From an optimization exercise on the open Yosys and OpenROAD flow, aimed at small area and a short achievable clock period; shortcuts taken in it are not production practice.
In this exercise RTL edits were held to simulation tests only and were not proved equivalent to the original.

## flow/design.v (module list and top-level ports; edited modules follow where they fit)
// module weighted_mean: 9421 lines
module weighted_mean #(
    parameter N_INPUT = 4,
    parameter SIZE = 32
) (
    input clk, reset, enable, reset_s,
    input [N_INPUT*SIZE-1:0] in,
    input [N_INPUT*SIZE-1:0] weight,
    output [31:0] mean
);
  // ...
==> flow/flow/run.sh <==
#!/bin/bash
# Standard ORFS layout with three changes:
#  1. after the standard synthesis, inverters between full-adder cells are pushed
#     through the (self-dual) adders and mostly removed (flow/fapol.py);
#  2. repair_timing is asked to leave extra setup slack (SETUP_SLACK_MARGIN), so the
#     resizer keeps working on the paths that set the achieved period;
#  3. the input and output ports are buffered with buf_2 cells instead of the
#     default delay buffer.
set -euo pipefail
export BUFFER_PORTS_ARGS="-buffer_cell sky130_fd_sc_hd__buf_2"
R=orfs/results/sky130hd/weighted_mean/base
bash standard.sh synth > make_synth.log 2>&1
cp $R/1_2_yosys.v $R/1_2_yosys_std.v
python3 flow/fapol.py $R/1_2_yosys_std.v $R/1_2_yosys.v > fapol.log 2>&1 || cp $R/1_2_yosys_std.v $R/1_2_yosys.v
touch $R/1_2_yosys.v
bash standard.sh finish SETUP_SLACK_MARGIN=40 > make.log 2>&1
==> flow/flow/fapol.py <==
#!/usr/bin/env python3
"""Push inverters through full-adder cells in a Yosys gate netlist.

A full adder is self-dual: FA(~a,~b,~c) = (~sum, ~cout). Each fa cell may be
'flipped' (fed with inverted inputs, producing inverted outputs). This picks
flips that reduce the number of inverters, removes the inverters and inserts one
inverter per signal that some pin still needs inverted.
usage: fapol.py in.v out.v
"""
import re, sys, collections

src = open(sys.argv[1]).read()
m = re.search(r'\bmodule\b.*?\bendmodule\b', src, re.S)
body = m.group(0)
inst_re = re.compile(r'^(\s*)(sky130_fd_sc_hd__\w+)\s+(\S+)\s*\((.*?)\);\s*$', re.S | re.M)
pin_re = re.compile(r'\.(\w+)\(\s*([^()]*?)\s*\)')
OUTP = {'X', 'Y', 'Q', 'Q_N', 'SUM', 'COUT', 'HI', 'LO'}

cells = []
for mm in inst_re.finditer(body):
    typ, name, pins = mm.group(2), mm.group(3), mm.group(4)
    cells.append({'type': typ, 'name': name, 'pins': dict(pin_re.findall(pins)), 'span': mm.span()})

def is_inv(c):
    return re.match(r'sky130_fd_sc_hd__(inv|clkinv)_\d+$', c['type']) is not None
def is_fa(c):
    return re.match(r'sky130_fd_sc_hd__fa_\d+$', c['type']) is not None

inv_of = {}        # inverter output net -> input net
for c in cells:
    if is_inv(c):
        inv_of[c['pins']['Y']] = c['pins']['A']

def root(n):
    """strip inverter chain: returns (root net, parity)"""
    par = 0
    seen = 0
    while n in inv_of and seen < 100:
        n = inv_of[n]; par ^= 1; seen += 1
    return n, par

# consumers: every input pin of a non-inverter cell, plus output ports
ports_out = set()
for mm in re.finditer(r'^\s*output\s+(\[[^\]]*\]\s*)?([^;]+);', body, re.M):
    rng, names = mm.group(1), mm.group(2)
    for nm in names.split(','):
        nm = nm.strip()
        if rng:
            hi, lo = [int(x) for x in rng.strip()[1:-1].split(':')]
            for i in range(min(hi, lo), max(hi, lo) + 1):
                ports_out.add(f'{nm}[{i}]')
        else:
            ports_out.add(nm)
# assigns that read nets (e.g. assign out = net;)
assign_reads = []
for mm in re.finditer(r'^\s*assign\s+(.+?)\s*=\s*(.+?)\s*;', body, re.M):
    assign_reads.append((mm.group(1), mm.group(2)))

fas = [c for c in cells if is_fa(c)]
fa_idx = {c['name']: i for i, c in enumerate(fas)}
drv_fa = {}
for i, c in enumerate(fas):
    drv_fa[c['pins']['SUM']] = i
    drv_fa[c['pins']['COUT']] = i

# consumers per root: list of (cell name or None, parity needed)
uses = collections.defaultdict(list)   # root -> list of (fa index or -1, parity)
for c in cells:
    if is_inv(c):
        continue
    for p, n in c['pins'].items():
        if p in OUTP or n == '':
            continue
        r, par = root(n)
        uses[r].append((fa_idx.get(c['name'], -1) if is_fa(c) else -1, par))
# nets read by assigns or output ports keep their polarity; inverter outputs feeding
# ports/assigns: treat as consumers
for lhs, rhs in assign_reads:
    for tok in re.findall(r'[\\\w$\.\[\]]+', rhs):
        if tok in inv_of or tok in drv_fa:
            r, par = root(tok)
            uses[r].append((-1, par))
for n in ports_out:
    if n in inv_of or n in drv_fa:
        r, par = root(n)
        uses[r].append((-1, par))

flip = [0] * len(fas)
def src_flip(r):
    i = drv_fa.get(r)
    return flip[i] if i is not None else 0
def needs_inv(r):
    sf = src_flip(r)
    return any((par ^ (flip[ci] if ci >= 0 else 0) ^ sf) for ci, par in uses[r])
# roots touched by fa i
touch = collections.defaultdict(set)
for r, lst in uses.items():
    for ci, _ in lst:
        if ci >= 0:
            touch[ci].add(r)
for i, c in enumerate(fas):
    touch[i].add(c['pins']['SUM']); touch[i].add(c['pins']['COUT'])
def count(rs):
    return sum(1 for r in rs if needs_inv(r))
before = sum(1 for r in list(uses) if needs_inv(r))
for it in range(6):
    changed = 0
    for i in range(len(fas)):
        rs = touch[i]
        a = count(rs)
        flip[i] ^= 1
        b = count(rs)
        if b < a:
            changed += 1
        else:
            flip[i] ^= 1
    if not changed:
        break
after = sum(1 for r in list(uses) if needs_inv(r))
ninv = sum(1 for c in cells if is_inv(c))
print(f'inverters {ninv}; needed before {before}, after {after}; flipped {sum(flip)} of {len(fas)} fa', file=sys.stderr)

# rebuild: physical net for (root, parity): parity 0 -> root if source not flipped
# For a flipped fa, its outputs drive new nets root+'_n' (=~root). Signals:
#   phys(root, want) : net carrying root ^ want
newinv = []
cnt = [0]
phys_cache = {}
def fresh(base):
    cnt[0] += 1
    return f'_fapol{cnt[0]}_'
flip_out = {}
for i, c in enumerate(fas):
    if flip[i]:
        for p in ('SUM', 'COUT'):
            flip_out[c['pins'][p]] = fresh('o')
def phys(r, want):
    key = (r, want)
    if key in phys_cache:
        return phys_cache[key]
    sf = src_flip(r)
    if want == sf:
        net = flip_out[r] if sf else r
    else:
        # need an inverter from the available polarity
        srcn = flip_out[r] if sf else r
        if not sf:
            # root net carries the true value; produce its complement
            net = fresh('i')
        else:
            # flipped source carries ~r on flip_out; the true value goes on r itself
            net = r
        newinv.append((srcn, net))
    phys_cache[key] = net
    return net

out_cells = []
for c in cells:
    if is_inv(c):
        continue
    pins = dict(c['pins'])
    ci = fa_idx.get(c['name']) if is_fa(c) else None
    cf = flip[ci] if ci is not None else 0
    for p, n in list(pins.items()):
        if p in OUTP:
            if ci is not None and cf:
                pins[p] = flip_out[n]
            continue
        if n == '':
            continue
        r, par = root(n)
        pins[p] = phys(r, par ^ cf)
    out_cells.append((c['type'], c['name'], pins))
# ports / assigns: the original net name must carry its original value
fix = []
def keep_name(n):
    r, par = root(n)
    p = phys(r, par)
    if p != n:
        fix.append((n, p))
for n in ports_out:
    if n in inv_of or n in drv_fa:
        keep_name(n)
for lhs, rhs in assign_reads:
    for tok in re.findall(r'[\\\w$\.\[\]]+', rhs):
        if tok in inv_of or tok in drv_fa:
            keep_name(tok)
print(f'new inverters {len(newinv)}', file=sys.stderr)

# emit
def esc(n):
    return n + ' ' if n.startswith('\\') else n
lines = []
decl_new = set()
for a, b in newinv:
    for n in (a, b):
        if n.startswith('_fapol'):
            decl_new.add(n)
for n in flip_out.values():
    decl_new.add(n)
head_end = body.index(';') + 1   # end of module header
# keep all non-instance text (declarations, assigns) except instances
text = []
pos = 0
for mm in inst_re.finditer(body):
    text.append(body[pos:mm.start()])
    pos = mm.end()
text.append(body[pos:])
rest = ''.join(text)
rest = rest.rstrip()
assert rest.endswith('endmodule')
rest = rest[:-len('endmodule')]
o = [rest]
for n in sorted(decl_new):
    o.append(f'  wire {n};\n')
k = 0
for typ, name, pins in out_cells:
    o.append(f'  {typ} {name} (\n' + ',\n'.join(f'    .{p}({esc(n)})' for p, n in pins.items()) + '\n  );\n')
for a, b in newinv:
    k += 1
    o.append(f'  sky130_fd_sc_hd__inv_1 _fapolinv{k}_ (\n    .A({esc(a)}),\n    .Y({esc(b)})\n  );\n')
for n, p in fix:
    o.append(f'  assign {esc(n)} = {esc(p)};\n')
o.append('endmodule\n')
res = src[:m.start()] + ''.join(o) + src[m.end():]
open(sys.argv[2], 'w').write(res)
==> flow/standard.sh <==
#!/bin/bash
# synth_recipe.tcl (not shown) runs the flow's synth.tcl, then flattens the netlist and writes it again
# the make line also repeats each setting of config.mk as NAME=value (left out here)
make -C /OpenROAD-flow-scripts/flow DESIGN_CONFIG=/design/flow/config.mk WORK_HOME=/design/flow/orfs CLKGATE_MAP_FILE= SYNTH_SCRIPT=/design/flow/synth_recipe.tcl "${@:-finish}"
==> flow/config.mk <==
export PLATFORM = sky130hd
export DESIGN_NAME = weighted_mean
export DESIGN_NICKNAME = weighted_mean
export VERILOG_FILES = /design/flow/design.v
export SDC_FILE = /design/flow/constraint.sdc
export NUM_CORES = 4
export LEC_CHECK = 0
export ABC_AREA = 1
export CAP_MARGIN = 20
export CORE_MARGIN = 2
export CORE_UTILIZATION = 50
export PLACE_DENSITY = 0.62
export SLEW_MARGIN = 20
==> flow/constraint.sdc <==
create_clock -name core_clock -period 92.0 [get_ports {clk}]
set_input_delay 18.4000 -clock core_clock [delete_from_list [all_inputs] [get_ports {clk}]]
set_output_delay 18.4000 -clock core_clock [all_outputs]
set_load 0.01 [all_outputs]
==> flow_metrics.env, run 1 <==
export IMPL_status="timing/DRC/antenna clean"
export IMPL_nonClockBufferCount=575
export IMPL_multi_input_area_share=0.830
export IMPL_dieArea_mm2=0.172
export IMPL_critical_path_endpoint="r_q[21]"
export IMPL_fill_cells=16100
export IMPL_critPathMaxFanout=18
export IMPL_multi_input_comb_area_mm2=0.0749
export IMPL_final_cell_count_no_fill=13200
export IMPL_postCtsSetupBuffers=18
export IMPL_maximum_number_of_buffers_from_clock_root_to_sink=2
export IMPL_holdWs_ns=18.57
export IMPL_worst_path_max_delay_cell="xnor2_1"
export IMPL_detailroute_wirelength_met3_um=43400
export IMPL_grt_usage=0.466
export IMPL_drt_first_iter_violations=9691
export IMPL_cts_inserted_buffers=17
export IMPL_wl_um=404000
export IMPL_cp_data_arrival_time_ns=50.20
export IMPL_registers_with_the_most_flip_flops="mq3 (34), r_q (32), w_q (31)"
export IMPL_seqAreaFraction=0.0253
export IMPL_cts_sinks=113
export IMPL_die_height_um=414
export IMPL_fp_dieW_um=414
export IMPL_final_clkbuf_count=19
export IMPL_worst_ep_required_time_ns=92.37
export IMPL_num_antenna_cells=20
export IMPL_route_detailed_drc=0
export IMPL_fp_row_count=150
export IMPL_globalRouteMet3Util=0.148
export IMPL_max_clock_freq_ghz=0.0201
export IMPL_grt_pass1_vias=81500
export IMPL_max_cap_violations=0
export IMPL_worst_path_buf_inv=13
export IMPL_areaGrowthSynthToFinish_pct=7.08
export IMPL_routed_via_count=83000
export IMPL_buffer_area_frac=0.0409
export IMPL_post_place_setup_slack_ns=37.36
==> run 2, diff against run 1 <==
--- a/flow/design.v
+++ b/flow/design.v
@@ -5380,67 +5380,52 @@
   assign r4614 = (~cm4389 & r4300) | (sel4602 & d4398) | (sel4603 & d4496) | (cm4585 & d4594);
   assign r4615 = (~cm4389 & r4301) | (sel4602 & d4399) | (sel4603 & d4497) | (cm4585 & d4595);
   assign r4616 = (~cm4389 & r4302) | (sel4602 & d4400) | (sel4603 & d4498) | (cm4585 & d4596);
   assign r4617 = (~cm4389 & r4303) | (sel4602 & d4401) | (sel4603 & d4499) | (cm4585 & d4597);
   assign r4618 = (~cm4389 & r4304) | (sel4602 & d4402) | (sel4603 & d4500) | (cm4585 & d4598);
   assign r4619 = (~cm4389 & r4305) | (sel4602 & d4403) | (sel4603 & d4501) | (cm4585 & d4599);
   assign r4620 = (~cm4389 & r4306) | (sel4602 & d4404) | (sel4603 & d4502) | (cm4585 & d4600);
   assign r4621 = (~cm4389 & r4307) | (sel4602 & d4405) | (sel4603 & d4503) | (cm4585 & d4601);
-  reg [31:0] r_q;
-  reg [31:16] qh_q;
-  always @(posedge clk) begin
-    if (reset) begin
-      r_q <= 32'd0;
-      w_q <= 32'd0;
-      qh_q <= {16{1'b1}};
-      mq3 <= 0;
-    end else begin
-      r_q <= {r4621, r4620, r4619, r4618, r4617, r4616, r4615, r4614, r4613, r4612, r4611, r4610, r4609, r4608, r4607, r4606, p[15], p[14], p[13], p[12], p[11], p[10], p[9], p[8], p[7], p[6], p[5], p[4], p[3], p[2], p[1], p[0]};
-      w_q <= wsum;
-      qh_q <= {qd3369, qd3368, qd3429, qd3428, qd3521, qd3520, qd3657, qd3656, qd3825, qd3824, qd4037, qd4036, qd4293, qd4292, qd4605, qd4604};
-      mq3 <= m3_a;
-    end
-  end
-  assign x4622 = r_q[14] ^ ~m1_b[0];
-  assign g4623 = r_q[14] | ~m1_b[0];
-  assign x4624 = r_q[15] ^ ~m1_b[1];
-  assign g4625 = r_q[15] & ~m1_b[1];
-  assign x4626 = r_q[16] ^ ~m1_b[2];
-  assign g4627 = r_q[16] & ~m1_b[2];
-  assign x4628 = r_q[17] ^ ~m1_b[3];
-  assign g4629 = r_q[17] & ~m1_b[3];
-  assign x4630 = r_q[18] ^ ~m1_b[4];
-  assign g4631 = r_q[18] & ~m1_b[4];
-  assign x4632 = r_q[19] ^ ~m1_b[5];
-  assign g4633 = r_q[19] & ~m1_b[5];
-  assign x4634 = r_q[20] ^ ~m1_b[6];
-  assign g4635 = r_q[20] & ~m1_b[6];
-  assign x4636 = r_q[21] ^ ~m1_b[7];
-  assign g4637 = r_q[21] & ~m1_b[7];
-  assign x4638 = r_q[22] ^ ~m1_b[8];
-  assign g4639 = r_q[22] & ~m1_b[8];
-  assign x4640 = r_q[23] ^ ~m1_b[9];
-  assign g4641 = r_q[23] & ~m1_b[9];
-  assign x4642 = r_q[24] ^ ~m1_b[10];
-  assign g4643 = r_q[24] & ~m1_b[10];
-  assign x4644 = r_q[25] ^ ~m1_b[11];
-  assign g4645 = r_q[25] & ~m1_b[11];
-  assign x4646 = r_q[26] ^ ~m1_b[12];
-  assign g4647 = r_q[26] & ~m1_b[12];
-  assign x4648 = r_q[27] ^ ~m1_b[13];
-  assign g4649 = r_q[27] & ~m1_b[13];
-  assign x4650 = r_q[28] ^ ~m1_b[14];
-  assign g4651 = r_q[28] & ~m1_b[14];
-  assign x4652 = r_q[29] ^ ~m1_b[15];
-  assign g4653 = r_q[29] & ~m1_b[15];
-  assign x4654 = r_q[30] ^ ~m1_b[16];
-  assign g4655 = r_q[30] & ~m1_b[16];
-  assign x4656 = r_q[31] ^ ~m1_b[17];
-  assign g4657 = r_q[31] & ~m1_b[17];
+  assign x4622 = p[14] ^ ~m1_a[0];
+  assign g4623 = p[14] | ~m1_a[0];
+  assign x4624 = p[15] ^ ~m1_a[1];
+  assign g4625 = p[15] & ~m1_a[1];
+  assign x4626 = r4606 ^ ~m1_a[2];
+  assign g4627 = r4606 & ~m1_a[2];
+  assign x4628 = r4607 ^ ~m1_a[3];
+  assign g4629 = r4607 & ~m1_a[3];
+  assign x4630 = r4608 ^ ~m1_a[4];
+  assign g4631 = r4608 & ~m1_a[4];
+  assign x4632 = r4609 ^ ~m1_a[5];
+  assign g4633 = r4609 & ~m1_a[5];
+  assign x4634 = r4610 ^ ~m1_a[6];
+  assign g4635 = r4610 & ~m1_a[6];
+  assign x4636 = r4611 ^ ~m1_a[7];
+  assign g4637 = r4611 & ~m1_a[7];
+  assign x4638 = r4612 ^ ~m1_a[8];
+  assign g4639 = r4612 & ~m1_a[8];
+  assign x4640 = r4613 ^ ~m1_a[9];
+  assign g4641 = r4613 & ~m1_a[9];
+  assign x4642 = r4614 ^ ~m1_a[10];
+  assign g4643 = r4614 & ~m1_a[10];
+  assign x4644 = r4615 ^ ~m1_a[11];
+  assign g4645 = r4615 & ~m1_a[11];
+  assign x4646 = r4616 ^ ~m1_a[12];
+  assign g4647 = r4616 & ~m1_a[12];
+  assign x4648 = r4617 ^ ~m1_a[13];
+  assign g4649 = r4617 & ~m1_a[13];
+  assign x4650 = r4618 ^ ~m1_a[14];
+  assign g4651 = r4618 & ~m1_a[14];
+  assign x4652 = r4619 ^ ~m1_a[15];
+  assign g4653 = r4619 & ~m1_a[15];
+  assign x4654 = r4620 ^ ~m1_a[16];
+  assign g4655 = r4620 & ~m1_a[16];
+  assign x4656 = r4621 ^ ~m1_a[17];
+  assign g4657 = r4621 & ~m1_a[17];
   assign g4658 = g4625 | (x4624 & g4623);
   assign g4659 = g4629 | (x4628 & g4627);
   assign pr4660 = x4628 & x4626;
   assign g4661 = g4633 | (x4632 & g4631);
   assign pr4662 = x4632 & x4630;
   assign g4663 = g4637 | (x4636 & g4635);
   assign pr4664 = x4636 & x4634;
   assign g4665 = g4641 | (x4640 & g4639);
@@ -5484,17 +5469,17 @@
   assign g4703 = g4681 | (pr4682 & g4692);
   assign g4704 = g4683 | (pr4684 & g4692);
   assign g4705 = g4693 | (pr4694 & g4692);
   assign g4706 = g4695 | (pr4696 & g4692);
   assign g4707 = g4697 | (pr4698 & g4692);
   assign g4708 = g4699 | (pr4700 & g4692);
   assign g4709 = g4655 | (x4654 & g4708);
   assign g4710 = g4673 | (pr4674 & g4708);
-  assign cm4711 = g4710 & hz1_b[18];
+  assign cm4711 = g4710 & hz1_a[18];
   assign d4712 = ~x4622;
   assign d4713 = x4624 ^ g4623;
   assign d4714 = x4626 ^ g4658;
   assign d4715 = x4628 ^ g4675;
   assign d4716 = x4630 ^ g4676;
   assign d4717 = x4632 ^ g4689;
   assign d4718 = x4634 ^ g4690;
   assign d4719 = x4636 ^ g4691;
@@ -5503,52 +5488,52 @@
   assign d4722 = x4642 ^ g4702;
   assign d4723 = x4644 ^ g4703;
   assign d4724 = x4646 ^ g4704;
   assign d4725 = x4648 ^ g4705;
   assign d4726 = x4650 ^ g4706;
   assign d4727 = x4652 ^ g4707;
   assign d4728 = x4654 ^ g4708;
   assign d4729 = x4656 ^ g4709;
-  assign x4730 = r_q[14] ^ ~m2_b[0];
-  assign g4731 = r_q[14] | ~m2_b[0];
-  assign x4732 = r_q[15] ^ ~m2_b[1];
-  assign g4733 = r_q[15] & ~m2_b[1];
-  assign x4734 = r_q[16] ^ ~m2_b[2];
-  assign g4735 = r_q[16] & ~m2_b[2];
-  assign x4736 = r_q[17] ^ ~m2_b[3];
-  assign g4737 = r_q[17] & ~m2_b[3];
-  assign x4738 = r_q[18] ^ ~m2_b[4];
-  assign g4739 = r_q[18] & ~m2_b[4];
-  assign x4740 = r_q[19] ^ ~m2_b[5];
-  assign g4741 = r_q[19] & ~m2_b[5];
-  assign x4742 = r_q[20] ^ ~m2_b[6];
-  assign g4743 = r_q[20] & ~m2_b[6];
-  assign x4744 = r_q[21] ^ ~m2_b[7];
-  assign g4745 = r_q[21] & ~m2_b[7];
-  assign x4746 = r_q[22] ^ ~m2_b[8];
-  assign g4747 = r_q[22] & ~m2_b[8];
-  assign x4748 = r_q[23] ^ ~m2_b[9];
-  assign g4749 = r_q[23] & ~m2_b[9];
-  assign x4750 = r_q[24] ^ ~m2_b[10];
-  assign g4751 = r_q[24] & ~m2_b[10];
-  assign x4752 = r_q[25] ^ ~m2_b[11];
-  assign g4753 = r_q[25] & ~m2_b[11];
-  assign x4754 = r_q[26] ^ ~m2_b[12];
-  assign g4755 = r_q[26] & ~m2_b[12];
-  assign x4756 = r_q[27] ^ ~m2_b[13];
-  assign g4757 = r_q[27] & ~m2_b[13];
-  assign x4758 = r_q[28] ^ ~m2_b[14];
-  assign g4759 = r_q[28] & ~m2_b[14];
-  assign x4760 = r_q[29] ^ ~m2_b[15];
-  assign g4761 = r_q[29] & ~m2_b[15];
-  assign x4762 = r_q[30] ^ ~m2_b[16];
-  assign g4763 = r_q[30] & ~m2_b[16];
-  assign x4764 = r_q[31] ^ ~m2_b[17];
-  assign g4765 = r_q[31] & ~m2_b[17];
+  assign x4730 = p[14] ^ ~m2_a[0];
+  assign g4731 = p[14] | ~m2_a[0];
+  assign x4732 = p[15] ^ ~m2_a[1];
+  assign g4733 = p[15] & ~m2_a[1];
+  assign x4734 = r4606 ^ ~m2_a[2];
+  assign g4735 = r4606 & ~m2_a[2];
+  assign x4736 = r4607 ^ ~m2_a[3];
+  assign g4737 = r4607 & ~m2_a[3];
+  assign x4738 = r4608 ^ ~m2_a[4];
+  assign g4739 = r4608 & ~m2_a[4];
+  assign x4740 = r4609 ^ ~m2_a[5];
+  assign g4741 = r4609 & ~m2_a[5];
+  assign x4742 = r4610 ^ ~m2_a[6];
+  assign g4743 = r4610 & ~m2_a[6];
+  assign x4744 = r4611 ^ ~m2_a[7];
+  assign g4745 = r4611 & ~m2_a[7];
+  assign x4746 = r4612 ^ ~m2_a[8];
+  assign g4747 = r4612 & ~m2_a[8];
+  assign x4748 = r4613 ^ ~m2_a[9];
+  assign g4749 = r4613 & ~m2_a[9];
+  assign x4750 = r4614 ^ ~m2_a[10];
+  assign g4751 = r4614 & ~m2_a[10];
+  assign x4752 = r4615 ^ ~m2_a[11];
+  assign g4753 = r4615 & ~m2_a[11];
+  assign x4754 = r4616 ^ ~m2_a[12];
+  assign g4755 = r4616 & ~m2_a[12];
+  assign x4756 = r4617 ^ ~m2_a[13];
+  assign g4757 = r4617 & ~m2_a[13];
+  assign x4758 = r4618 ^ ~m2_a[14];
+  assign g4759 = r4618 & ~m2_a[14];
+  assign x4760 = r4619 ^ ~m2_a[15];
+  assign g4761 = r4619 & ~m2_a[15];
+  assign x4762 = r4620 ^ ~m2_a[16];
+  assign g4763 = r4620 & ~m2_a[16];
+  assign x4764 = r4621 ^ ~m2_a[17];
+  assign g4765 = r4621 & ~m2_a[17];
   assign g4766 = g4733 | (x4732 & g4731);
   assign g4767 = g4737 | (x4736 & g4735);
   assign pr4768 = x4736 & x4734;
   assign g4769 = g4741 | (x4740 & g4739);
   assign pr4770 = x4740 & x4738;
   assign g4771 = g4745 | (x4744 & g4743);
   assign pr4772 = x4744 & x4742;
   assign g4773 = g4749 | (x4748 & g4747);
@@ -5592,17 +5577,17 @@
   assign g4811 = g4789 | (pr4790 & g4800);
   assign g4812 = g4791 | (pr4792 & g4800);
   assign g4813 = g4801 | (pr4802 & g4800);
   assign g4814 = g4803 | (pr4804 & g4800);
   assign g4815 = g4805 | (pr4806 & g4800);
   assign g4816 = g4807 | (pr4808 & g4800);
   assign g4817 = g4763 | (x4762 & g4816);
   assign g4818 = g4781 | (pr4782 & g4816);
-  assign cm4819 = g4818 & hz2_b[18];
+  assign cm4819 = g4818 & hz2_a[18];
   assign d4820 = ~x4730;
   assign d4821 = x4732 ^ g4731;
   assign d4822 = x4734 ^ g4766;
   assign d4823 = x4736 ^ g4783;
   assign d4824 = x4738 ^ g4784;
   assign d4825 = x4740 ^ g4797;
   assign d4826 = x4742 ^ g4798;
   assign d4827 = x4744 ^ g4799;
@@ -5611,52 +5596,52 @@
   assign d4830 = x4750 ^ g4810;
   assign d4831 = x4752 ^ g4811;
   assign d4832 = x4754 ^ g4812;
   assign d4833 = x4756 ^ g4813;
   assign d4834 = x4758 ^ g4814;
   assign d4835 = x4760 ^ g4815;
   assign d4836 = x4762 ^ g4816;
   assign d4837 = x4764 ^ g4817;
-  assign x4838 = r_q[14] ^ ~m3_b[0];
-  assign g4839 = r_q[14] | ~m3_b[0];
-  assign x4840 = r_q[15] ^ ~m3_b[1];
-  assign g4841 = r_q[15] & ~m3_b[1];
-  assign x4842 = r_q[16] ^ ~m3_b[2];
-  assign g4843 = r_q[16] & ~m3_b[2];
-  assign x4844 = r_q[17] ^ ~m3_b[3];
-  assign g4845 = r_q[17] & ~m3_b[3];
-  assign x4846 = r_q[18] ^ ~m3_b[4];
-  assign g4847 = r_q[18] & ~m3_b[4];
-  assign x4848 = r_q[19] ^ ~m3_b[5];
-  assign g4849 = r_q[19] & ~m3_b[5];
-  assign x4850 = r_q[20] ^ ~m3_b[6];
-  assign g4851 = r_q[20] & ~m3_b[6];
-  assign x4852 = r_q[21] ^ ~m3_b[7];
-  assign g4853 = r_q[21] & ~m3_b[7];
-  assign x4854 = r_q[22] ^ ~m3_b[8];
-  assign g4855 = r_q[22] & ~m3_b[8];
-  assign x4856 = r_q[23] ^ ~m3_b[9];
-  assign g4857 = r_q[23] & ~m3_b[9];
-  assign x4858 = r_q[24] ^ ~m3_b[10];
-  assign g4859 = r_q[24] & ~m3_b[10];
-  assign x4860 = r_q[25] ^ ~m3_b[11];
-  assign g4861 = r_q[25] & ~m3_b[11];
-  assign x4862 = r_q[26] ^ ~m3_b[12];
-  assign g4863 = r_q[26] & ~m3_b[12];
-  assign x4864 = r_q[27] ^ ~m3_b[13];
-  assign g4865 = r_q[27] & ~m3_b[13];
-  assign x4866 = r_q[28] ^ ~m3_b[14];
-  assign g4867 = r_q[28] & ~m3_b[14];
-  assign x4868 = r_q[29] ^ ~m3_b[15];
-  assign g4869 = r_q[29] & ~m3_b[15];
-  assign x4870 = r_q[30] ^ ~m3_b[16];
-  assign g4871 = r_q[30] & ~m3_b[16];
-  assign x4872 = r_q[31] ^ ~m3_b[17];
-  assign g4873 = r_q[31] & ~m3_b[17];
+  assign x4838 = p[14] ^ ~m3_a[0];
+  assign g4839 = p[14] | ~m3_a[0];
+  assign x4840 = p[15] ^ ~m3_a[1];
+  assign g4841 = p[15] & ~m3_a[1];
+  assign x4842 = r4606 ^ ~m3_a[2];
+  assign g4843 = r4606 & ~m3_a[2];
+  assign x4844 = r4607 ^ ~m3_a[3];
+  assign g4845 = r4607 & ~m3_a[3];
+  assign x4846 = r4608 ^ ~m3_a[4];
+  assign g4847 = r4608 & ~m3_a[4];
+  assign x4848 = r4609 ^ ~m3_a[5];
+  assign g4849 = r4609 & ~m3_a[5];
+  assign x4850 = r4610 ^ ~m3_a[6];
+  assign g4851 = r4610 & ~m3_a[6];
+  assign x4852 = r4611 ^ ~m3_a[7];
+  assign g4853 = r4611 & ~m3_a[7];
+  assign x4854 = r4612 ^ ~m3_a[8];
+  assign g4855 = r4612 & ~m3_a[8];
+  assign x4856 = r4613 ^ ~m3_a[9];
+  assign g4857 = r4613 & ~m3_a[9];
+  assign x4858 = r4614 ^ ~m3_a[10];
+  assign g4859 = r4614 & ~m3_a[10];
+  assign x4860 = r4615 ^ ~m3_a[11];
+  assign g4861 = r4615 & ~m3_a[11];
+  assign x4862 = r4616 ^ ~m3_a[12];
+  assign g4863 = r4616 & ~m3_a[12];
+  assign x4864 = r4617 ^ ~m3_a[13];
+  assign g4865 = r4617 & ~m3_a[13];
+  assign x4866 = r4618 ^ ~m3_a[14];
+  assign g4867 = r4618 & ~m3_a[14];
+  assign x4868 = r4619 ^ ~m3_a[15];
+  assign g4869 = r4619 & ~m3_a[15];
+  assign x4870 = r4620 ^ ~m3_a[16];
+  assign g4871 = r4620 & ~m3_a[16];
+  assign x4872 = r4621 ^ ~m3_a[17];
+  assign g4873 = r4621 & ~m3_a[17];
   assign g4874 = g4841 | (x4840 & g4839);
   assign g4875 = g4845 | (x4844 & g4843);
   assign pr4876 = x4844 & x4842;
   assign g4877 = g4849 | (x4848 & g4847);
   assign pr4878 = x4848 & x4846;
   assign g4879 = g4853 | (x4852 & g4851);
   assign pr4880 = x4852 & x4850;
   assign g4881 = g4857 | (x4856 & g4855);
@@ -5700,17 +5685,17 @@
   assign g4919 = g4897 | (pr4898 & g4908);
   assign g4920 = g4899 | (pr4900 & g4908);
   assign g4921 = g4909 | (pr4910 & g4908);
   assign g4922 = g4911 | (pr4912 & g4908);
   assign g4923 = g4913 | (pr4914 & g4908);
   assign g4924 = g4915 | (pr4916 & g4908);
   assign g4925 = g4871 | (x4870 & g4924);
   assign g4926 = g4889 | (pr4890 & g4924);
-  assign cm4927 = g4926 & hz3_b[18];
+  assign cm4927 = g4926 & hz3_a[18];
   assign d4928 = ~x4838;
   assign d4929 = x4840 ^ g4839;
   assign d4930 = x4842 ^ g4874;
   assign d4931 = x4844 ^ g4891;
   assign d4932 = x4846 ^ g4892;
   assign d4933 = x4848 ^ g4905;
   assign d4934 = x4850 ^ g4906;
   assign d4935 = x4852 ^ g4907;
@@ -5723,74 +5708,89 @@
   assign d4942 = x4866 ^ g4922;
   assign d4943 = x4868 ^ g4923;
   assign d4944 = x4870 ^ g4924;
   assign d4945 = x4872 ^ g4925;
   assign sel4946 = cm4711 & ~cm4819;
   assign sel4947 = cm4819 & ~cm4927;
   assign qd4948 = sel4946 | cm4927;
   assign qd4949 = sel4947 | cm4927;
-  assign r4950 = (~cm4711 & r_q[14]) | (sel4946 & d4712) | (sel4947 & d4820) | (cm4927 & d4928);
-  assign r4951 = (~cm4711 & r_q[15]) | (sel4946 & d4713) | (sel4947 & d4821) | (cm4927 & d4929);
-  assign r4952 = (~cm4711 & r_q[16]) | (sel4946 & d4714) | (sel4947 & d4822) | (cm4927 & d4930);
-  assign r4953 = (~cm4711 & r_q[17]) | (sel4946 & d4715) | (sel4947 & d4823) | (cm4927 & d4931);
-  assign r4954 = (~cm4711 & r_q[18]) | (sel4946 & d4716) | (sel4947 & d4824) | (cm4927 & d4932);
-  assign r4955 = (~cm4711 & r_q[19]) | (sel4946 & d4717) | (sel4947 & d4825) | (cm4927 & d4933);
-  assign r4956 = (~cm4711 & r_q[20]) | (sel4946 & d4718) | (sel4947 & d4826) | (cm4927 & d4934);
-  assign r4957 = (~cm4711 & r_q[21]) | (sel4946 & d4719) | (sel4947 & d4827) | (cm4927 & d4935);
-  assign r4958 = (~cm4711 & r_q[22]) | (sel4946 & d4720) | (sel4947 & d4828) | (cm4927 & d4936);
-  assign r4959 = (~cm4711 & r_q[23]) | (sel4946 & d4721) | (sel4947 & d4829) | (cm4927 & d4937);
-  assign r4960 = (~cm4711 & r_q[24]) | (sel4946 & d4722) | (sel4947 & d4830) | (cm4927 & d4938);
-  assign r4961 = (~cm4711 & r_q[25]) | (sel4946 & d4723) | (sel4947 & d4831) | (cm4927 & d4939);
-  assign r4962 = (~cm4711 & r_q[26]) | (sel4946 & d4724) | (sel4947 & d4832) | (cm4927 & d4940);
-  assign r4963 = (~cm4711 & r_q[27]) | (sel4946 & d4725) | (sel4947 & d4833) | (cm4927 & d4941);
-  assign r4964 = (~cm4711 & r_q[28]) | (sel4946 & d4726) | (sel4947 & d4834) | (cm4927 & d4942);
-  assign r4965 = (~cm4711 & r_q[29]) | (sel4946 & d4727) | (sel4947 & d4835) | (cm4927 & d4943);
-  assign r4966 = (~cm4711 & r_q[30]) | (sel4946 & d4728) | (sel4947 & d4836) | (cm4927 & d4944);
-  assign r4967 = (~cm4711 & r_q[31]) | (sel4946 & d4729) | (sel4947 & d4837) | (cm4927 & d4945);
+  assign r4950 = (~cm4711 & p[14]) | (sel4946 & d4712) | (sel4947 & d4820) | (cm4927 & d4928);
+  assign r4951 = (~cm4711 & p[15]) | (sel4946 & d4713) | (sel4947 & d4821) | (cm4927 & d4929);
+  assign r4952 = (~cm4711 & r4606) | (sel4946 & d4714) | (sel4947 & d4822) | (cm4927 & d4930);
+  assign r4953 = (~cm4711 & r4607) | (sel4946 & d4715) | (sel4947 & d4823) | (cm4927 & d4931);
+  assign r4954 = (~cm4711 & r4608) | (sel4946 & d4716) | (sel4947 & d4824) | (cm4927 & d4932);
+  assign r4955 = (~cm4711 & r4609) | (sel4946 & d4717) | (sel4947 & d4825) | (cm4927 & d4933);
+  assign r4956 = (~cm4711 & r4610) | (sel4946 & d4718) | (sel4947 & d4826) | (cm4927 & d4934);
+  assign r4957 = (~cm4711 & r4611) | (sel4946 & d4719) | (sel4947 & d4827) | (cm4927 & d4935);
+  assign r4958 = (~cm4711 & r4612) | (sel4946 & d4720) | (sel4947 & d4828) | (cm4927 & d4936);
+  assign r4959 = (~cm4711 & r4613) | (sel4946 & d4721) | (sel4947 & d4829) | (cm4927 & d4937);
+  assign r4960 = (~cm4711 & r4614) | (sel4946 & d4722) | (sel4947 & d4830) | (cm4927 & d4938);
+  assign r4961 = (~cm4711 & r4615) | (sel4946 & d4723) | (sel4947 & d4831) | (cm4927 & d4939);
+  assign r4962 = (~cm4711 & r4616) | (sel4946 & d4724) | (sel4947 & d4832) | (cm4927 & d4940);
+  assign r4963 = (~cm4711 & r4617) | (sel4946 & d4725) | (sel4947 & d4833) | (cm4927 & d4941);
+  assign r4964 = (~cm4711 & r4618) | (sel4946 & d4726) | (sel4947 & d4834) | (cm4927 & d4942);
+  assign r4965 = (~cm4711 & r4619) | (sel4946 & d4727) | (sel4947 & d4835) | (cm4927 & d4943);
+  assign r4966 = (~cm4711 & r4620) | (sel4946 & d4728) | (sel4947 & d4836) | (cm4927 & d4944);
+  assign r4967 = (~cm4711 & r4621) | (sel4946 & d4729) | (sel4947 & d4837) | (cm4927 & d4945);
+  reg [31:0] r_q;
+  reg [31:14] qh_q;
+  always @(posedge clk) begin
+    if (reset) begin
+      r_q <= 32'd0;
+      w_q <= 32'd0;
+      qh_q <= {18{1'b1}};
+      mq3 <= 0;
+    end else begin
+      r_q <= {r4967, r4966, r4965, r4964, r4963, r4962, r4961, r4960, r4959, r4958, r4957, r4956, r4955, r4954, r4953, r4952, r4951, r4950, p[13], p[12], p[11], p[10], p[9], p[8], p[7], p[6], p[5], p[4], p[3], p[2], p[1], p[0]};
+      w_q <= wsum;
+      qh_q <= {qd3369, qd3368, qd3429, qd3428, qd3521, qd3520, qd3657, qd3656, qd3825, qd3824, qd4037, qd4036, qd4293, qd4292, qd4605, qd4604, qd4949, qd4948};
+      mq3 <= m3_a;
+    end
+  end
   assign x4968 = r_q[12] ^ ~m1_b[0];
   assign g4969 = r_q[12] | ~m1_b[0];
   assign x4970 = r_q[13] ^ ~m1_b[1];
   assign g4971 = r_q[13] & ~m1_b[1];
-  assign x4972 = r4950 ^ ~m1_b[2];
-  assign g4973 = r4950 & ~m1_b[2];
-  assign x4974 = r4951 ^ ~m1_b[3];
-  assign g4975 = r4951 & ~m1_b[3];
-  assign x4976 = r4952 ^ ~m1_b[4];
-  assign g4977 = r4952 & ~m1_b[4];
-  assign x4978 = r4953 ^ ~m1_b[5];
-  assign g4979 = r4953 & ~m1_b[5];
-  assign x4980 = r4954 ^ ~m1_b[6];
-  assign g4981 = r4954 & ~m1_b[6];
-  assign x4982 = r4955 ^ ~m1_b[7];
-  assign g4983 = r4955 & ~m1_b[7];
-  assign x4984 = r4956 ^ ~m1_b[8];
-  assign g4985 = r4956 & ~m1_b[8];
-  assign x4986 = r4957 ^ ~m1_b[9];
-  assign g4987 = r4957 & ~m1_b[9];
-  assign x4988 = r4958 ^ ~m1_b[10];
-  assign g4989 = r4958 & ~m1_b[10];
-  assign x4990 = r4959 ^ ~m1_b[11];
-  assign g4991 = r4959 & ~m1_b[11];
-  assign x4992 = r4960 ^ ~m1_b[12];
-  assign g4993 = r4960 & ~m1_b[12];
-  assign x4994 = r4961 ^ ~m1_b[13];
-  assign g4995 = r4961 & ~m1_b[13];
-  assign x4996 = r4962 ^ ~m1_b[14];
-  assign g4997 = r4962 & ~m1_b[14];
-  assign x4998 = r4963 ^ ~m1_b[15];
-  assign g4999 = r4963 & ~m1_b[15];
-  assign x5000 = r4964 ^ ~m1_b[16];
-  assign g5001 = r4964 & ~m1_b[16];
-  assign x5002 = r4965 ^ ~m1_b[17];
-  assign g5003 = r4965 & ~m1_b[17];
-  assign x5004 = r4966 ^ ~m1_b[18];
-  assign g5005 = r4966 & ~m1_b[18];
-  assign x5006 = r4967 ^ ~m1_b[19];
-  assign g5007 = r4967 & ~m1_b[19];
+  assign x4972 = r_q[14] ^ ~m1_b[2];
+  assign g4973 = r_q[14] & ~m1_b[2];
+  assign x4974 = r_q[15] ^ ~m1_b[3];
+  assign g4975 = r_q[15] & ~m1_b[3];
+  assign x4976 = r_q[16] ^ ~m1_b[4];
+  assign g4977 = r_q[16] & ~m1_b[4];
+  assign x4978 = r_q[17] ^ ~m1_b[5];
+  assign g4979 = r_q[17] & ~m1_b[5];
+  assign x4980 = r_q[18] ^ ~m1_b[6];
+  assign g4981 = r_q[18] & ~m1_b[6];
+  assign x4982 = r_q[19] ^ ~m1_b[7];
+  assign g4983 = r_q[19] & ~m1_b[7];
+  assign x4984 = r_q[20] ^ ~m1_b[8];
+  assign g4985 = r_q[20] & ~m1_b[8];
+  assign x4986 = r_q[21] ^ ~m1_b[9];
+  assign g4987 = r_q[21] & ~m1_b[9];
+  assign x4988 = r_q[22] ^ ~m1_b[10];
+  assign g4989 = r_q[22] & ~m1_b[10];
+  assign x4990 = r_q[23] ^ ~m1_b[11];
+  assign g4991 = r_q[23] & ~m1_b[11];
+  assign x4992 = r_q[24] ^ ~m1_b[12];
+  assign g4993 = r_q[24] & ~m1_b[12];
+  assign x4994 = r_q[25] ^ ~m1_b[13];
+  assign g4995 = r_q[25] & ~m1_b[13];
+  assign x4996 = r_q[26] ^ ~m1_b[14];
+  assign g4997 = r_q[26] & ~m1_b[14];
+  assign x4998 = r_q[27] ^ ~m1_b[15];
+  assign g4999 = r_q[27] & ~m1_b[15];
+  assign x5000 = r_q[28] ^ ~m1_b[16];
+  assign g5001 = r_q[28] & ~m1_b[16];
+  assign x5002 = r_q[29] ^ ~m1_b[17];
+  assign g5003 = r_q[29] & ~m1_b[17];
+  assign x5004 = r_q[30] ^ ~m1_b[18];
+  assign g5005 = r_q[30] & ~m1_b[18];
+  assign x5006 = r_q[31] ^ ~m1_b[19];
+  assign g5007 = r_q[31] & ~m1_b[19];
   assign g5008 = g4971 | (x4970 & g4969);
   assign g5009 = g4975 | (x4974 & g4973);
   assign pr5010 = x4974 & x4972;
   assign g5011 = g4979 | (x4978 & g4977);
   assign pr5012 = x4978 & x4976;
   assign g5013 = g4983 | (x4982 & g4981);
   assign pr5014 = x4982 & x4980;
   assign g5015 = g4987 | (x4986 & g4985);
@@ -5867,52 +5867,52 @@
   assign d5086 = x5000 ^ g5064;
   assign d5087 = x5002 ^ g5065;
   assign d5088 = x5004 ^ g5066;
   assign d5089 = x5006 ^ g5067;
   assign x5090 = r_q[12] ^ ~m2_b[0];
   assign g5091 = r_q[12] | ~m2_b[0];
   assign x5092 = r_q[13] ^ ~m2_b[1];
   assign g5093 = r_q[13] & ~m2_b[1];
-  assign x5094 = r4950 ^ ~m2_b[2];
-  assign g5095 = r4950 & ~m2_b[2];
-  assign x5096 = r4951 ^ ~m2_b[3];
-  assign g5097 = r4951 & ~m2_b[3];
-  assign x5098 = r4952 ^ ~m2_b[4];
-  assign g5099 = r4952 & ~m2_b[4];
-  assign x5100 = r4953 ^ ~m2_b[5];
-  assign g5101 = r4953 & ~m2_b[5];
-  assign x5102 = r4954 ^ ~m2_b[6];
-  assign g5103 = r4954 & ~m2_b[6];
-  assign x5104 = r4955 ^ ~m2_b[7];
-  assign g5105 = r4955 & ~m2_b[7];
-  assign x5106 = r4956 ^ ~m2_b[8];
-  assign g5107 = r4956 & ~m2_b[8];
-  assign x5108 = r4957 ^ ~m2_b[9];
-  assign g5109 = r4957 & ~m2_b[9];
-  assign x5110 = r4958 ^ ~m2_b[10];
-  assign g5111 = r4958 & ~m2_b[10];
-  assign x5112 = r4959 ^ ~m2_b[11];
-  assign g5113 = r4959 & ~m2_b[11];
-  assign x5114 = r4960 ^ ~m2_b[12];
-  assign g5115 = r4960 & ~m2_b[12];
-  assign x5116 = r4961 ^ ~m2_b[13];
-  assign g5117 = r4961 & ~m2_b[13];
-  assign x5118 = r4962 ^ ~m2_b[14];
-  assign g5119 = r4962 & ~m2_b[14];
-  assign x5120 = r4963 ^ ~m2_b[15];
-  assign g5121 = r4963 & ~m2_b[15];
-  assign x5122 = r4964 ^ ~m2_b[16];
-  assign g5123 = r4964 & ~m2_b[16];
-  assign x5124 = r4965 ^ ~m2_b[17];
-  assign g5125 = r4965 & ~m2_b[17];
-  assign x5126 = r4966 ^ ~m2_b[18];
-  assign g5127 = r4966 & ~m2_b[18];
-  assign x5128 = r4967 ^ ~m2_b[19];
-  assign g5129 = r4967 & ~m2_b[19];
+  assign x5094 = r_q[14] ^ ~m2_b[2];
+  assign g5095 = r_q[14] & ~m2_b[2];
+  assign x5096 = r_q[15] ^ ~m2_b[3];
+  assign g5097 = r_q[15] & ~m2_b[3];
+  assign x5098 = r_q[16] ^ ~m2_b[4];
+  assign g5099 = r_q[16] & ~m2_b[4];
+  assign x5100 = r_q[17] ^ ~m2_b[5];
+  assign g5101 = r_q[17] & ~m2_b[5];
+  assign x5102 = r_q[18] ^ ~m2_b[6];
+  assign g5103 = r_q[18] & ~m2_b[6];
+  assign x5104 = r_q[19] ^ ~m2_b[7];
+  assign g5105 = r_q[19] & ~m2_b[7];
+  assign x5106 = r_q[20] ^ ~m2_b[8];
+  assign g5107 = r_q[20] & ~m2_b[8];
+  assign x5108 = r_q[21] ^ ~m2_b[9];
+  assign g5109 = r_q[21] & ~m2_b[9];
+  assign x5110 = r_q[22] ^ ~m2_b[10];
+  assign g5111 = r_q[22] & ~m2_b[10];
+  assign x5112 = r_q[23] ^ ~m2_b[11];
+  assign g5113 = r_q[23] & ~m2_b[11];
+  assign x5114 = r_q[24] ^ ~m2_b[12];
+  assign g5115 = r_q[24] & ~m2_b[12];
+  assign x5116 = r_q[25] ^ ~m2_b[13];
+  assign g5117 = r_q[25] & ~m2_b[13];
+  assign x5118 = r_q[26] ^ ~m2_b[14];
+  assign g5119 = r_q[26] & ~m2_b[14];
+  assign x5120 = r_q[27] ^ ~m2_b[15];
+  assign g5121 = r_q[27] & ~m2_b[15];
+  assign x5122 = r_q[28] ^ ~m2_b[16];
+  assign g5123 = r_q[28] & ~m2_b[16];
+  assign x5124 = r_q[29] ^ ~m2_b[17];
+  assign g5125 = r_q[29] & ~m2_b[17];
+  assign x5126 = r_q[30] ^ ~m2_b[18];
+  assign g5127 = r_q[30] & ~m2_b[18];
+  assign x5128 = r_q[31] ^ ~m2_b[19];
+  assign g5129 = r_q[31] & ~m2_b[19];
   assign g5130 = g5093 | (x5092 & g5091);
   assign g5131 = g5097 | (x5096 & g5095);
   assign pr5132 = x5096 & x5094;
   assign g5133 = g5101 | (x5100 & g5099);
   assign pr5134 = x5100 & x5098;
   assign g5135 = g5105 | (x5104 & g5103);
   assign pr5136 = x5104 & x5102;
   assign g5137 = g5109 | (x5108 & g5107);
@@ -5989,52 +5989,52 @@
   assign d5208 = x5122 ^ g5186;
   assign d5209 = x5124 ^ g5187;
   assign d5210 = x5126 ^ g5188;
   assign d5211 = x5128 ^ g5189;
   assign x5212 = r_q[12] ^ ~m3_b[0];
   assign g5213 = r_q[12] | ~m3_b[0];
   assign x5214 = r_q[13] ^ ~m3_b[1];
   assign g5215 = r_q[13] & ~m3_b[1];
-  assign x5216 = r4950 ^ ~m3_b[2];
-  assign g5217 = r4950 & ~m3_b[2];
-  assign x5218 = r4951 ^ ~m3_b[3];
-  assign g5219 = r4951 & ~m3_b[3];
-  assign x5220 = r4952 ^ ~m3_b[4];
-  assign g5221 = r4952 & ~m3_b[4];
-  assign x5222 = r4953 ^ ~m3_b[5];
-  assign g5223 = r4953 & ~m3_b[5];
-  assign x5224 = r4954 ^ ~m3_b[6];
-  assign g5225 = r4954 & ~m3_b[6];
-  assign x5226 = r4955 ^ ~m3_b[7];
-  assign g5227 = r4955 & ~m3_b[7];
-  assign x5228 = r4956 ^ ~m3_b[8];
-  assign g5229 = r4956 & ~m3_b[8];
-  assign x5230 = r4957 ^ ~m3_b[9];
-  assign g5231 = r4957 & ~m3_b[9];
-  assign x5232 = r4958 ^ ~m3_b[10];
-  assign g5233 = r4958 & ~m3_b[10];
-  assign x5234 = r4959 ^ ~m3_b[11];
-  assign g5235 = r4959 & ~m3_b[11];
-  assign x5236 = r4960 ^ ~m3_b[12];
-  assign g5237 = r4960 & ~m3_b[12];
-  assign x5238 = r4961 ^ ~m3_b[13];
-  assign g5239 = r4961 & ~m3_b[13];
-  assign x5240 = r4962 ^ ~m3_b[14];
-  assign g5241 = r4962 & ~m3_b[14];
-  assign x5242 = r4963 ^ ~m3_b[15];
-  assign g5243 = r4963 & ~m3_b[15];
-  assign x5244 = r4964 ^ ~m3_b[16];
-  assign g5245 = r4964 & ~m3_b[16];
-  assign x5246 = r4965 ^ ~m3_b[17];
-  assign g5247 = r4965 & ~m3_b[17];
-  assign x5248 = r4966 ^ ~m3_b[18];
-  assign g5249 = r4966 & ~m3_b[18];
-  assign x5250 = r4967 ^ ~m3_b[19];
-  assign g5251 = r4967 & ~m3_b[19];
+  assign x5216 = r_q[14] ^ ~m3_b[2];
+  assign g5217 = r_q[14] & ~m3_b[2];
+  assign x5218 = r_q[15] ^ ~m3_b[3];
+  assign g5219 = r_q[15] & ~m3_b[3];
+  assign x5220 = r_q[16] ^ ~m3_b[4];
+  assign g5221 = r_q[16] & ~m3_b[4];
+  assign x5222 = r_q[17] ^ ~m3_b[5];
+  assign g5223 = r_q[17] & ~m3_b[5];
+  assign x5224 = r_q[18] ^ ~m3_b[6];
+  assign g5225 = r_q[18] & ~m3_b[6];
+  assign x5226 = r_q[19] ^ ~m3_b[7];
+  assign g5227 = r_q[19] & ~m3_b[7];
+  assign x5228 = r_q[20] ^ ~m3_b[8];
+  assign g5229 = r_q[20] & ~m3_b[8];
+  assign x5230 = r_q[21] ^ ~m3_b[9];
+  assign g5231 = r_q[21] & ~m3_b[9];
+  assign x5232 = r_q[22] ^ ~m3_b[10];
+  assign g5233 = r_q[22] & ~m3_b[10];
+  assign x5234 = r_q[23] ^ ~m3_b[11];
+  assign g5235 = r_q[23] & ~m3_b[11];
+  assign x5236 = r_q[24] ^ ~m3_b[12];
+  assign g5237 = r_q[24] & ~m3_b[12];
+  assign x5238 = r_q[25] ^ ~m3_b[13];
+  assign g5239 = r_q[25] & ~m3_b[13];
+  assign x5240 = r_q[26] ^ ~m3_b[14];
+  assign g5241 = r_q[26] & ~m3_b[14];
+  assign x5242 = r_q[27] ^ ~m3_b[15];
+  assign g5243 = r_q[27] & ~m3_b[15];
+  assign x5244 = r_q[28] ^ ~m3_b[16];
+  assign g5245 = r_q[28] & ~m3_b[16];
+  assign x5246 = r_q[29] ^ ~m3_b[17];
+  assign g5247 = r_q[29] & ~m3_b[17];
+  assign x5248 = r_q[30] ^ ~m3_b[18];
+  assign g5249 = r_q[30] & ~m3_b[18];
+  assign x5250 = r_q[31] ^ ~m3_b[19];
+  assign g5251 = r_q[31] & ~m3_b[19];
   assign g5252 = g5215 | (x5214 & g5213);
   assign g5253 = g5219 | (x5218 & g5217);
   assign pr5254 = x5218 & x5216;
   assign g5255 = g5223 | (x5222 & g5221);
   assign pr5256 = x5222 & x5220;
   assign g5257 = g5227 | (x5226 & g5225);
   assign pr5258 = x5226 & x5224;
   assign g5259 = g5231 | (x5230 & g5229);
@@ -6113,34 +6113,34 @@
   assign d5332 = x5248 ^ g5310;
   assign d5333 = x5250 ^ g5311;
   assign sel5334 = cm5069 & ~cm5191;
   assign sel5335 = cm5191 & ~cm5313;
   assign qd5336 = sel5334 | cm5313;
   assign qd5337 = sel5335 | cm5313;
   assign r5338 = (~cm5069 & r_q[12]) | (sel5334 & d5070) | (sel5335 & d5192) | (cm5313 & d5314);
   assign r5339 = (~cm5069 & r_q[13]) | (sel5334 & d5071) | (sel5335 & d5193) | (cm5313 & d5315);
-  assign r5340 = (~cm5069 & r4950) | (sel5334 & d5072) | (sel5335 & d5194) | (cm5313 & d5316);
-  assign r5341 = (~cm5069 & r4951) | (sel5334 & d5073) | (sel5335 & d5195) | (cm5313 & d5317);
-  assign r5342 = (~cm5069 & r4952) | (sel5334 & d5074) | (sel5335 & d5196) | (cm5313 & d5318);
-  assign r5343 = (~cm5069 & r4953) | (sel5334 & d5075) | (sel5335 & d5197) | (cm5313 & d5319);
-  assign r5344 = (~cm5069 & r4954) | (sel5334 & d5076) | (sel5335 & d5198) | (cm5313 & d5320);
-  assign r5345 = (~cm5069 & r4955) | (sel5334 & d5077) | (sel5335 & d5199) | (cm5313 & d5321);
-  assign r5346 = (~cm5069 & r4956) | (sel5334 & d5078) | (sel5335 & d5200) | (cm5313 & d5322);
-  assign r5347 = (~cm5069 & r4957) | (sel5334 & d5079) | (sel5335 & d5201) | (cm5313 & d5323);
-  assign r5348 = (~cm5069 & r4958) | (sel5334 & d5080) | (sel5335 & d5202) | (cm5313 & d5324);
-  assign r5349 = (~cm5069 & r4959) | (sel5334 & d5081) | (sel5335 & d5203) | (cm5313 & d5325);
-  assign r5350 = (~cm5069 & r4960) | (sel5334 & d5082) | (sel5335 & d5204) | (cm5313 & d5326);
-  assign r5351 = (~cm5069 & r4961) | (sel5334 & d5083) | (sel5335 & d5205) | (cm5313 & d5327);
-  assign r5352 = (~cm5069 & r4962) | (sel5334 & d5084) | (sel5335 & d5206) | (cm5313 & d5328);
-  assign r5353 = (~cm5069 & r4963) | (sel5334 & d5085) | (sel5335 & d5207) | (cm5313 & d5329);
-  assign r5354 = (~cm5069 & r4964) | (sel5334 & d5086) | (sel5335 & d5208) | (cm5313 & d5330);
-  assign r5355 = (~cm5069 & r4965) | (sel5334 & d5087) | (sel5335 & d5209) | (cm5313 & d5331);
-  assign r5356 = (~cm5069 & r4966) | (sel5334 & d5088) | (sel5335 & d5210) | (cm5313 & d5332);
-  assign r5357 = (~cm5069 & r4967) | (sel5334 & d5089) | (sel5335 & d5211) | (cm5313 & d5333);
+  assign r5340 = (~cm5069 & r_q[14]) | (sel5334 & d5072) | (sel5335 & d5194) | (cm5313 & d5316);
+  assign r5341 = (~cm5069 & r_q[15]) | (sel5334 & d5073) | (sel5335 & d5195) | (cm5313 & d5317);
+  assign r5342 = (~cm5069 & r_q[16]) | (sel5334 & d5074) | (sel5335 & d5196) | (cm5313 & d5318);
+  assign r5343 = (~cm5069 & r_q[17]) | (sel5334 & d5075) | (sel5335 & d5197) | (cm5313 & d5319);
+  assign r5344 = (~cm5069 & r_q[18]) | (sel5334 & d5076) | (sel5335 & d5198) | (cm5313 & d5320);
+  assign r5345 = (~cm5069 & r_q[19]) | (sel5334 & d5077) | (sel5335 & d5199) | (cm5313 & d5321);
+  assign r5346 = (~cm5069 & r_q[20]) | (sel5334 & d5078) | (sel5335 & d5200) | (cm5313 & d5322);
+  assign r5347 = (~cm5069 & r_q[21]) | (sel5334 & d5079) | (sel5335 & d5201) | (cm5313 & d5323);
+  assign r5348 = (~cm5069 & r_q[22]) | (sel5334 & d5080) | (sel5335 & d5202) | (cm5313 & d5324);
+  assign r5349 = (~cm5069 & r_q[23]) | (sel5334 & d5081) | (sel5335 & d5203) | (cm5313 & d5325);
+  assign r5350 = (~cm5069 & r_q[24]) | (sel5334 & d5082) | (sel5335 & d5204) | (cm5313 & d5326);
+  assign r5351 = (~cm5069 & r_q[25]) | (sel5334 & d5083) | (sel5335 & d5205) | (cm5313 & d5327);
+  assign r5352 = (~cm5069 & r_q[26]) | (sel5334 & d5084) | (sel5335 & d5206) | (cm5313 & d5328);
+  assign r5353 = (~cm5069 & r_q[27]) | (sel5334 & d5085) | (sel5335 & d5207) | (cm5313 & d5329);
+  assign r5354 = (~cm5069 & r_q[28]) | (sel5334 & d5086) | (sel5335 & d5208) | (cm5313 & d5330);
+  assign r5355 = (~cm5069 & r_q[29]) | (sel5334 & d5087) | (sel5335 & d5209) | (cm5313 & d5331);
+  assign r5356 = (~cm5069 & r_q[30]) | (sel5334 & d5088) | (sel5335 & d5210) | (cm5313 & d5332);
+  assign r5357 = (~cm5069 & r_q[31]) | (sel5334 & d5089) | (sel5335 & d5211) | (cm5313 & d5333);
   assign x5358 = r_q[10] ^ ~m1_b[0];
   assign g5359 = r_q[10] | ~m1_b[0];
   assign x5360 = r_q[11] ^ ~m1_b[1];
   assign g5361 = r_q[11] & ~m1_b[1];
   assign x5362 = r5338 ^ ~m1_b[2];
   assign g5363 = r5338 & ~m1_b[2];
   assign x5364 = r5339 ^ ~m1_b[3];
   assign g5365 = r5339 & ~m1_b[3];
@@ -9411,11 +9411,11 @@
   assign g8630 = g8611 | (pr8612 & g8600);
   assign g8631 = g8613 | (pr8614 & g8600);
   assign g8632 = g8615 | (pr8616 & g8600);
   assign cm8633 = g8632 & hz3_b[32];
   assign sel8634 = cm8245 & ~cm8439;
   assign sel8635 = cm8439 & ~cm8633;
   assign qd8636 = sel8634 | cm8633;
   assign qd8637 = sel8635 | cm8633;
-  wire [31:0] quo = {qh_q, qd4949, qd4948, qd5337, qd5336, qd5769, qd5768, qd6257, qd6256, qd6789, qd6788, qd7377, qd7376, qd8021, qd8020, qd8637, qd8636};
+  wire [31:0] quo = {qh_q, qd5337, qd5336, qd5769, qd5768, qd6257, qd6256, qd6789, qd6788, qd7377, qd7376, qd8021, qd8020, qd8637, qd8636};
   assign mean = reset ? 32'd0 : quo;
 endmodule
==> flow/flow/run.sh (replaced) <==
#!/bin/bash
# Standard ORFS layout with two changes:
#  1. after the standard synthesis, inverters between full-adder cells are pushed
#     through the (self-dual) adders and mostly removed (flow/fapol.py);
#  2. repair_timing is asked to leave extra setup slack (SETUP_SLACK_MARGIN), so the
#     resizer keeps working on the paths that set the achieved period.
set -euo pipefail
R=orfs/results/sky130hd/weighted_mean/base
bash standard.sh synth > make_synth.log 2>&1
cp $R/1_2_yosys.v $R/1_2_yosys_std.v
python3 flow/fapol.py $R/1_2_yosys_std.v $R/1_2_yosys.v > fapol.log 2>&1 || cp $R/1_2_yosys_std.v $R/1_2_yosys.v
touch $R/1_2_yosys.v
bash standard.sh finish SETUP_SLACK_MARGIN=46 > make.log 2>&1
==> run 2 against run 1 <==
Effect of this change:
- still clean
- area after synthesis shrank 0.38%
- synthesized cell count shrank 1.0%
- critical path depth grew 27
- global-route usage grew 1.9 points
- hold slack lost 0.18 ns
- first-iteration DRC count grew 5.6%
- utilization grew 7.3 points
- sequential share of layout area shrank 0.26 points
- die area shrank 0.38%
- critical path type unchanged
- highest routed layer unchanged
==> flow_metrics.env, run 2 <==
export IMPL_unrepaired_setup_endpoints_after_global_routing="true"
export IMPL_end_kind="flop"
export IMPL_cts_htree_levels=4
export IMPL_final_period_utilization=0.495
export IMPL_total_i_o_pin_count=292
export IMPL_worst_path_max_delay_cell="fa_2"
export IMPL_cts_hold_fix_buffers=0
export IMPL_layout_drive_gt1_share=0.196
export IMPL_grt_pass1_vias=82500
export IMPL_synth_area_per_cell_um2=7.82
export IMPL_drt_pass1_iterations=7
export IMPL_registers_top_by_ff_count="mq3"
export IMPL_layout_commonest_cell="nand2_1"
export IMPL_maximum_number_of_buffers_from_clock_root_to_sink=2
export IMPL_cp_slowest_stage_delay_ns=0.77
export IMPL_tns_ns=0
export IMPL_grt_usage=0.485
export IMPL_cpMostUsedCell="nand2_1"
export IMPL_critPathMaxFanout=18
export IMPL_final_max_slew_violation_count=0
export IMPL_syn_num_nets=13100
export IMPL_registers_with_the_most_flip_flops="mq3 (34), r_q (32), w_q (31)"
export IMPL_dpl_instance_area_mm2=0.0894
export IMPL_worstMarginPinSlew_ns=1.25
export IMPL_status="timing/DRC/antenna clean"
export IMPL_fp_dieW_um=414
export IMPL_clkSlewWorstSetupHoldPaths_ns=0.06
export IMPL_die_height_um=414
export IMPL_hold_class="primary input to flop"
export IMPL_wl_um=433000
export IMPL_fp_row_count=150
export IMPL_holdPathStages=2
export IMPL_report_final_setup_viol=0
export IMPL_cp_data_arrival_time_ns=45.83
export IMPL_max_cap_violations=0
export IMPL_clock_tree_root_cell="clkbuf_16"
export IMPL_setup_worst_path_start_class="primary input"
export IMPL_synth_warnings=1
export IMPL_cts_inserted_buffers=17
export IMPL_grt_start_max_net_pins=62
export IMPL_antenna_violations_before_repair=13
export IMPL_floorplan_core_area_mm2=0.167
export IMPL_drt_vias_per_instance=6.35
export IMPL_timing_setup_critical_path_class="primary input to flop"
export IMPL_place_port_buffers=289
export IMPL_synthCells=10700
export IMPL_max_reg_flops=34
export IMPL_areaGrowthSynthToFinish_pct=21.8
export IMPL_grt_pass1_wl_um=591000
export IMPL_gp_routability_congestion=1.05
export IMPL_hold_violations=0
export IMPL_post_dp_hpwl_um=326000
export IMPL_max_clock_freq_ghz=0.0220
export IMPL_synth_area_mm2=0.0839
export IMPL_routed_via_count=87000
export IMPL_finalNetCount=13900
export IMPL_mostFrequentLayoutCells="1347 x nand2_1, 1334 x inv_1, 1159 x xor2_1"
export IMPL_dieArea_mm2=0.171
export IMPL_globalRoute_totalOverflow=0
export IMPL_drt_first_iter_violations=10200
export IMPL_antenna_violating_nets_post_route=0
export IMPL_post_route_util=0.612
export IMPL_postLayoutCellArea_mm2=0.102
export IMPL_route_detailed_drc=0
export IMPL_cts_sinks=115
export IMPL_tritoncts_clock_tree="yes"
export IMPL_routed_wire_length_per_instance_um=31.6
export IMPL_worst_ep_required_time_ns=92.34
export IMPL_initial_utilization=0.503
export IMPL_final_min_clock_period_ns=45.50
export IMPL_maxSlewHeadroom=0.160
[run 2: cell type report]
cell class / count / area (um2)
Antenna cell: 8 / 20.0
Timing Repair inverter: 14 / 97.6
Fill cell: 14900 / 64700
Timing Repair Buffer: 1165 / 10900
Multi-Input combinational cell: 8673 / 79300
Inverter: 1490 / 6010
Tap cell: 2204 / 2760
Clock buffer: 17 / 425
Clock inverter: 15 / 216
Sequential cell: 115 / 2320
[run 2: routing by layer]
metal,vias up,global-route usage,part of all wire
met2,5971,0.739,0.43
met1,42000,0.524,0.32
met3,1979,0.145,0.11
li1,37000,-,-
met5,-,0,0.000088
met4,6,0.495,0.14
[run 2: through the flow]
stage | hold slack, ns | setup slack, ns | cells
finish | 18.39 | 46.50 | 13700
CTS | 18.37 | 45.98 | 13300
detailed placement | 18.85 | 36.88 | 13000
global placement | 18.85 | 37.30 | 13000
floorplan | 18.76 | 47.42 | 10700
global route | 18.39 | 45.42 | 13700
[run 2: worst paths after layout]
check,from,end,slack (ns)
max,in[32],r_q[30],46.50
min,reset,w_q[2],18.39
[run 2: what timing repair did]
| action | in CTS | in global routing |
|---|---|---|
| resized for setup | 639 | 996 |
| gates cloned | 13 | 29 |
| endpoints found under the hold margin | 0 | 0 |
| pin swaps | 131 | 444 |
| setup endpoints to repair | 27 | 24 |
| setup buffers | 256 | 384 |
[run 2: critical path: cells and delay by family]
kind,cells,cell delay (ns)
AO/OA/AOI/OAI,56,9.36
buffers and inverters,22,3.30
adder cells (fa/ha/maj),19,7.97
XOR/XNOR,1,0.66
AND/OR/NAND/NOR,64,6.02

## what the ideal ports hide
How much do the figures lean on ideal ports? The routed layouts below were timed once more, with nothing changed but the port constraints.
Step 1: set_driving_cell puts a clkbuf_16 on clk and a buf_2 on each other input, an assumption about the parent block.
Step 2, shift: input delay + t, output delay - t, t = (earliest + latest rising clock arrival at the registers) / 2. This alone moves slack from input paths to output paths.
Three values: no drivers, after step 1, after step 2; two values: the first two.
| run | shift t [ns] | setup slack, ns | slew at the worst register clock pin (ns) |
|---|---|---|---|
| run 1 | 0.544 | 42.175 / 42.225 / 41.681 | 0.08 / 0.08 |
| run 2 | 0.546 | 46.505 / 46.539 / 45.993 | 0.08 / 0.08 |
After both steps setup and hold are still met in every run listed. The setup slack of run 2, which loses most, moves by +0.034 ns with the drivers and by -0.512 ns with both steps.
